Source: an optimization exercise on an open RTL-to-GDS flow (aim: small area). Production flows keep margins and buffers that such runs may drop. Where RTL was checked, it was by simulation tests only, not by an equivalence proof against the original.

==> try-xenon <==
==> flow/design.v (excerpt) <==
module uart_core
#(
    parameter DELAY_FRAMES = 2700
)
(
    input wire clk, reset,
    input wire uart_rx,
    output wire uart_tx,
    input wire tx_send,
    input wire [7:0] tx_data_in,
    input wire tx_data_in_en,
    output reg tx_fifo_overflow,
    output wire tx_done,
    output wire [7:0] rx_data_in,
    output wire byteReady
);
==> module uart_core, before the edit <==
module uart_core
#(
    parameter DELAY_FRAMES = 2700
)
(
    input wire clk, reset,
    input wire uart_rx,
    output wire uart_tx,
    input wire tx_send,
    input wire [7:0] tx_data_in,
    input wire tx_data_in_en,
    output reg tx_fifo_overflow,
    output wire tx_done,
    output wire [7:0] rx_data_in,
    output wire byteReady
);
localparam HALF_DELAY_WAIT = (DELAY_FRAMES / 2);
function [11:0] lfsr_step(input [11:0] s);
    lfsr_step = {s[10:0], s[11] ^ s[10] ^ s[9] ^ s[3]};
endfunction
function [11:0] lfsr_adv(input [11:0] s, input integer n);
    integer k;
    begin
        lfsr_adv = s;
        for (k = 0; k < n; k = k + 1)
            lfsr_adv = lfsr_step(lfsr_adv);
    end
endfunction
function [11:0] lfsr_find(input integer n);
    integer k;
    reg [11:0] y;
    reg found;
    begin
        found = 1'b0;
        lfsr_find = 12'd0;
        for (k = 0; k < 4096 && !found; k = k + 1) begin
            y = 12'd1708 + k;
            if (y != 12'd0 && (lfsr_step(lfsr_adv(y, n - 1)) ^ 12'd1) == y) begin
                lfsr_find = y;
                found = 1'b1;
            end
        end
    end
endfunction
localparam [11:0] C_ZERO  = lfsr_find(DELAY_FRAMES);
localparam [11:0] C_LAST  = lfsr_adv(C_ZERO, DELAY_FRAMES - 1);
localparam [11:0] C_LAST2 = lfsr_adv(C_ZERO, DELAY_FRAMES - 2);
localparam [11:0] C_RXST  = lfsr_adv(C_ZERO, DELAY_FRAMES - HALF_DELAY_WAIT);
function [3:0] bit_step(input [3:0] b);
    bit_step = {b[2:0], b[3] ^ b[2]};
endfunction
localparam [3:0] B_0 = 4'd1;
localparam [3:0] B_9 = bit_step(bit_step(bit_step(bit_step(bit_step(
                       bit_step(bit_step(bit_step(bit_step(B_0)))))))));
function [11:0] cnt_step(input [11:0] s);
    cnt_step = lfsr_step(s) ^ {11'd0, s == C_LAST};
endfunction
reg rx_busy;
reg [11:0] rx_cnt;
reg [3:0] rx_bit;
reg [7:0] dataIn;
assign rx_data_in = dataIn;
wire rx_wrap = (rx_cnt == C_LAST);
wire rx_end  = (rx_cnt == C_LAST2) && (rx_bit == B_9);
assign byteReady = !rx_busy && (rx_bit == B_9);
always @(posedge clk) begin
    if (reset)
        rx_busy <= 1'b0;
    else if (!rx_busy)
        rx_busy <= !uart_rx;
    else if (rx_end)
        rx_busy <= 1'b0;
end
always @(posedge clk) begin
    if (reset || !rx_busy) begin
        rx_cnt <= C_RXST;
        rx_bit <= B_0;
    end else begin
        rx_cnt <= cnt_step(rx_cnt);
        if (rx_wrap)
            rx_bit <= bit_step(rx_bit);
    end
end
always @(posedge clk) begin
    if (reset)
        dataIn <= 8'd0;
    else if (rx_busy && rx_wrap && rx_bit != B_0)
        dataIn <= {uart_rx, dataIn[7:1]};
end
reg [7:0] st [0:15];
reg [15:0] v;
wire deq;
wire [16:0] mv;
assign mv[16] = deq;
genvar g;
generate
    for (g = 0; g < 16; g = g + 1) begin : g_mv
        assign mv[g] = mv[g+1] || !v[g];
    end
endgenerate
integer i;
always @(posedge clk) begin
    if (mv[0])
        st[0] <= tx_data_in;
    for (i = 1; i < 16; i = i + 1)
        if (mv[i])
            st[i] <= st[i-1];
end
always @(posedge clk) begin
    if (reset)
        v <= 16'd0;
    else
        for (i = 0; i < 16; i = i + 1)
            if (mv[i])
                v[i] <= (i == 0) ? tx_data_in_en : v[i-1];
end
always @(posedge clk) begin
    if (reset)
        tx_fifo_overflow <= 1'b0;
    else if (tx_data_in_en && !mv[0])
        tx_fifo_overflow <= 1'b1;
end
reg tx_busy;
reg [11:0] tx_cnt;
reg [3:0] tx_ph;
wire [7:0] head = st[15];
wire tx_wrap = (tx_cnt == C_LAST);
wire tx_end  = (tx_cnt == C_LAST2) && (tx_ph == 4'd8);
assign deq = tx_busy && tx_end;
wire last = !(|v[14:0]);
wire tx_start = !tx_busy && tx_send && (|v);
assign uart_tx = !tx_busy || (tx_ph[3] ? (tx_ph[2:0] == 3'd0) : head[tx_ph[2:0]]);
assign tx_done = !tx_busy && tx_ph[3];
always @(posedge clk) begin
    if (reset)
        tx_busy <= 1'b0;
    else if (tx_start)
        tx_busy <= 1'b1;
    else if (deq && last)
        tx_busy <= 1'b0;
end
always @(posedge clk) begin
    if (!tx_busy)
        tx_cnt <= C_LAST;
    else
        tx_cnt <= cnt_step(tx_cnt);
end
always @(posedge clk) begin
    if (reset)
        tx_ph <= 4'd0;
    else if (tx_start)
        tx_ph <= 4'd8;
    else if (tx_busy && tx_wrap)
        tx_ph <= (tx_ph == 4'd8) ? 4'd15 : tx_ph + 4'd1;
end
endmodule
clock: 10.0 ns
lec_check: 0
abc_area: 1
cap_margin: 20
core_margin: 2
core_utilization: 40
place_density: 0.6
slew_margin: 20
standard.sh (not shown) runs the stock make flow with config.mk's settings and CLKGATE_MAP_FILE= SYNTH_SCRIPT=/design/flow/synth_recipe.tcl, a recipe that flattens the netlist after the stock synthesis.
==> flow/flow/run.sh <==
#!/bin/bash
# Standard ORFS layout with smaller port buffers and a leaner clock tree.
set -euo pipefail
bash standard.sh \
  BUFFER_PORTS_ARGS="-buffer_cell sky130_fd_sc_hd__buf_1" \
  CTS_ARGS="-sink_clustering_enable -repair_clock_nets -buf_list sky130_fd_sc_hd__clkbuf_8 -root_buf sky130_fd_sc_hd__clkbuf_8 -dont_use_dummy_load -sink_clustering_size 30 -sink_clustering_max_diameter 80" \
  finish > standard.log 2>&1
==> try-umber (differences from try-xenon) <==
--- a/flow/design.v
+++ b/flow/design.v
@@ -90,5 +90,5 @@
 end
 reg [7:0] st [0:15];
-reg [15:0] v;
+reg [15:0] e;
 wire deq;
 wire [16:0] mv;
@@ -97,5 +97,5 @@
 generate
     for (g = 0; g < 16; g = g + 1) begin : g_mv
-        assign mv[g] = mv[g+1] || !v[g];
+        assign mv[g] = mv[g+1] || e[g];
     end
 endgenerate
@@ -110,9 +110,9 @@
 always @(posedge clk) begin
     if (reset)
-        v <= 16'd0;
+        e <= 16'hffff;
     else
         for (i = 0; i < 16; i = i + 1)
             if (mv[i])
-                v[i] <= (i == 0) ? tx_data_in_en : v[i-1];
+                e[i] <= (i == 0) ? !tx_data_in_en : e[i-1];
 end
 always @(posedge clk) begin
@@ -129,6 +129,6 @@
 wire tx_end  = (tx_cnt == C_LAST2) && (tx_ph == 4'd8);
 assign deq = tx_busy && tx_end;
-wire last = !(|v[14:0]);
-wire tx_start = !tx_busy && tx_send && (|v);
+wire last = &e[14:0];
+wire tx_start = !tx_busy && tx_send && !(&e);
 assign uart_tx = !tx_busy || (tx_ph[3] ? (tx_ph[2:0] == 3'd0) : head[tx_ph[2:0]]);
 assign tx_done = !tx_busy && tx_ph[3];
- ABC_AREA: 1 -> not set
==> try-yarrow (differences from try-xenon) <==
--- a/flow/design.v
+++ b/flow/design.v
@@ -7,5 +7,5 @@
     input wire clk, reset,
     input wire uart_rx,
-    output wire uart_tx,
+    output reg uart_tx,
     input wire tx_send,
     input wire [7:0] tx_data_in,
@@ -48,10 +48,4 @@
 localparam [11:0] C_LAST2 = lfsr_adv(C_ZERO, DELAY_FRAMES - 2);
 localparam [11:0] C_RXST  = lfsr_adv(C_ZERO, DELAY_FRAMES - HALF_DELAY_WAIT);
-function [3:0] bit_step(input [3:0] b);
-    bit_step = {b[2:0], b[3] ^ b[2]};
-endfunction
-localparam [3:0] B_0 = 4'd1;
-localparam [3:0] B_9 = bit_step(bit_step(bit_step(bit_step(bit_step(
-                       bit_step(bit_step(bit_step(bit_step(B_0)))))))));
 function [11:0] cnt_step(input [11:0] s);
     cnt_step = lfsr_step(s) ^ {11'd0, s == C_LAST};
@@ -63,6 +57,6 @@
 assign rx_data_in = dataIn;
 wire rx_wrap = (rx_cnt == C_LAST);
-wire rx_end  = (rx_cnt == C_LAST2) && (rx_bit == B_9);
-assign byteReady = !rx_busy && (rx_bit == B_9);
+wire rx_end  = (rx_cnt == C_LAST2) && (rx_bit == 4'd9);
+assign byteReady = !rx_busy && (rx_bit == 4'd9);
 always @(posedge clk) begin
     if (reset)
@@ -76,9 +70,9 @@
     if (reset || !rx_busy) begin
         rx_cnt <= C_RXST;
-        rx_bit <= B_0;
+        rx_bit <= 4'd0;
     end else begin
         rx_cnt <= cnt_step(rx_cnt);
         if (rx_wrap)
-            rx_bit <= bit_step(rx_bit);
+            rx_bit <= rx_bit + 4'd1;
     end
 end
@@ -86,38 +80,37 @@
     if (reset)
         dataIn <= 8'd0;
-    else if (rx_busy && rx_wrap && rx_bit != B_0)
+    else if (rx_busy && rx_wrap && rx_bit != 4'd0)
         dataIn <= {uart_rx, dataIn[7:1]};
 end
-reg [7:0] st [0:15];
-reg [15:0] v;
+reg [7:0] r [0:15];
+reg [4:0] tp, hp;
 wire deq;
-wire [16:0] mv;
-assign mv[16] = deq;
-genvar g;
-generate
-    for (g = 0; g < 16; g = g + 1) begin : g_mv
-        assign mv[g] = mv[g+1] || !v[g];
-    end
-endgenerate
+wire [4:0] tp1 = tp + 5'd1;
+wire [4:0] hp1 = hp + 5'd1;
+wire empty = (hp == tp);
+wire full  = (hp == (tp ^ 5'd16));
+wire last  = (hp == tp1);
+wire wr = tx_data_in_en && (!full || deq);
 integer i;
 always @(posedge clk) begin
-    if (mv[0])
-        st[0] <= tx_data_in;
-    for (i = 1; i < 16; i = i + 1)
-        if (mv[i])
-            st[i] <= st[i-1];
+    for (i = 0; i < 16; i = i + 1)
+        if (wr && tp1[3:0] == i)
+            r[i] <= (i % 2) ? ~tx_data_in : tx_data_in;
+        else
+            r[i] <= ~r[(i + 15) % 16];
 end
 always @(posedge clk) begin
-    if (reset)
-        v <= 16'd0;
-    else
-        for (i = 0; i < 16; i = i + 1)
-            if (mv[i])
-                v[i] <= (i == 0) ? tx_data_in_en : v[i-1];
+    if (reset) begin
+        tp <= 5'd0;
+        hp <= 5'd0;
+    end else begin
+        tp <= wr ? tp : tp1;
+        hp <= deq ? hp : hp1;
+    end
 end
 always @(posedge clk) begin
     if (reset)
         tx_fifo_overflow <= 1'b0;
-    else if (tx_data_in_en && !mv[0])
+    else if (tx_data_in_en && full && !deq)
         tx_fifo_overflow <= 1'b1;
 end
@@ -125,11 +118,11 @@
 reg [11:0] tx_cnt;
 reg [3:0] tx_ph;
-wire [7:0] head = st[15];
+reg tx_cap;
+wire [7:0] h15 = ~r[15];
+wire [2:0] tx_nb = tx_ph[2:0] + 3'd1;
 wire tx_wrap = (tx_cnt == C_LAST);
 wire tx_end  = (tx_cnt == C_LAST2) && (tx_ph == 4'd8);
 assign deq = tx_busy && tx_end;
-wire last = !(|v[14:0]);
-wire tx_start = !tx_busy && tx_send && (|v);
-assign uart_tx = !tx_busy || (tx_ph[3] ? (tx_ph[2:0] == 3'd0) : head[tx_ph[2:0]]);
+wire tx_start = !tx_busy && tx_send && !empty;
 assign tx_done = !tx_busy && tx_ph[3];
 always @(posedge clk) begin
@@ -155,3 +148,13 @@
         tx_ph <= (tx_ph == 4'd8) ? 4'd15 : tx_ph + 4'd1;
 end
+always @(posedge clk) begin
+    if (hp[3:0] == 4'd15)
+        tx_cap <= h15[tx_nb];
+end
+always @(posedge clk) begin
+    if (reset)
+        uart_tx <= 1'b1;
+    else if (tx_busy && tx_wrap)
+        uart_tx <= (tx_ph == 4'd8) ? 1'b0 : (tx_ph == 4'd7) ? 1'b1 : tx_cap;
+end
 endmodule
==> flow/run.sh (new file) <==
#!/bin/bash
# synth_recipe.tcl (not shown) runs the flow's synth.tcl, then flattens the netlist and writes it again
# the make line also repeats each setting of config.mk as NAME=value (left out here)
make -C /OpenROAD-flow-scripts/flow DESIGN_CONFIG=/design/flow/config.mk WORK_HOME=/design/flow/orfs CLKGATE_MAP_FILE= SYNTH_SCRIPT=/design/flow/synth_recipe.tcl finish
- ABC_AREA: 1 -> not set
removed: flow/flow/run.sh
removed: flow/standard.sh
==> metrics.cfg <==
[cells_and_area]
num-nonclk-buffers = 24
final_cell_mix = edfxtp_1, inv_1, dfxtp_1
clock_area_frac = 0.0339

[setup_path]
path_buf_inv = 2
r2r_setup_slack_ns = 7.00
reg2regPathDepth = 14
crit_fanout = 7

[synthesis]
synth_top_family_by_area = simple AND/OR/NAND/NOR gates
synthXorXnorAreaFrac = 0.00831

[status]
status = complete, no violations

That was try-xenon.
==> metrics.cfg <==
[setup_path]
r2r_setup_slack_ns = 6.99
crit_fanout = 5
path_buf_inv = 1
reg2regPathDepth = 7

[synthesis]
synthXorXnorAreaFrac = 0.00695
synth_top_family_by_area = simple AND/OR/NAND/NOR gates

[status]
status = complete, no violations

[cells_and_area]
final_cell_mix = edfxtp_1, dfxtp_1, buf_1
num-nonclk-buffers = 25

That was try-umber.
==> metrics.cfg <==
[status]
status = complete, no violations

[synthesis]
synth_top_family_by_area = multiplexers
synthXorXnorAreaFrac = 0.0362

[setup_path]
path_buf_inv = 1
crit_fanout = 5

[power]
p_leak_nw = 2.82

[cells_and_area]
clock_area_frac = 0.0760
num-nonclk-buffers = 27
num_antenna_cells = 0

That was try-yarrow.
For try-yarrow, only the layout was checked, not whether the RTL still works.

==> what the ideal ports hide <==
In the flow no input, the clock included, has a driving cell. The finished layouts below were timed again as built, in two steps. Step 1 (the two cells are an assumption about what drives the block):
set clk [get_ports {clk}]
set_driving_cell -lib_cell sky130_fd_sc_hd__clkbuf_16 $clk
set_driving_cell -lib_cell sky130_fd_sc_hd__buf_2 [delete_from_list [all_inputs] $clk]
Step 2 moves the port delays by t, midway between the first and last clock arrival at a register: inputs arrive t later, outputs are due t later. That takes back most of the time a late clock gives input paths. a / b / c = ideal ports / drivers / drivers and shift; a / b = the first two.
| run | shift t [ns] | setup slack, ns | pins driven straight from the clock port |
|---|---|---|---|
| try-xenon | 0.462 | 6.293 / 6.261 / 6.415 | 1 |
| try-umber | 0.468 | 6.251 / 6.216 / 6.684 | 1 |
| try-yarrow | 0.472 | 6.155 / 6.113 / 5.763 | 1 |
After both steps setup and hold are still met in every run listed. For try-yarrow, which loses most, drivers alone change the setup slack by -0.042 ns; drivers and shift together by -0.392 ns.
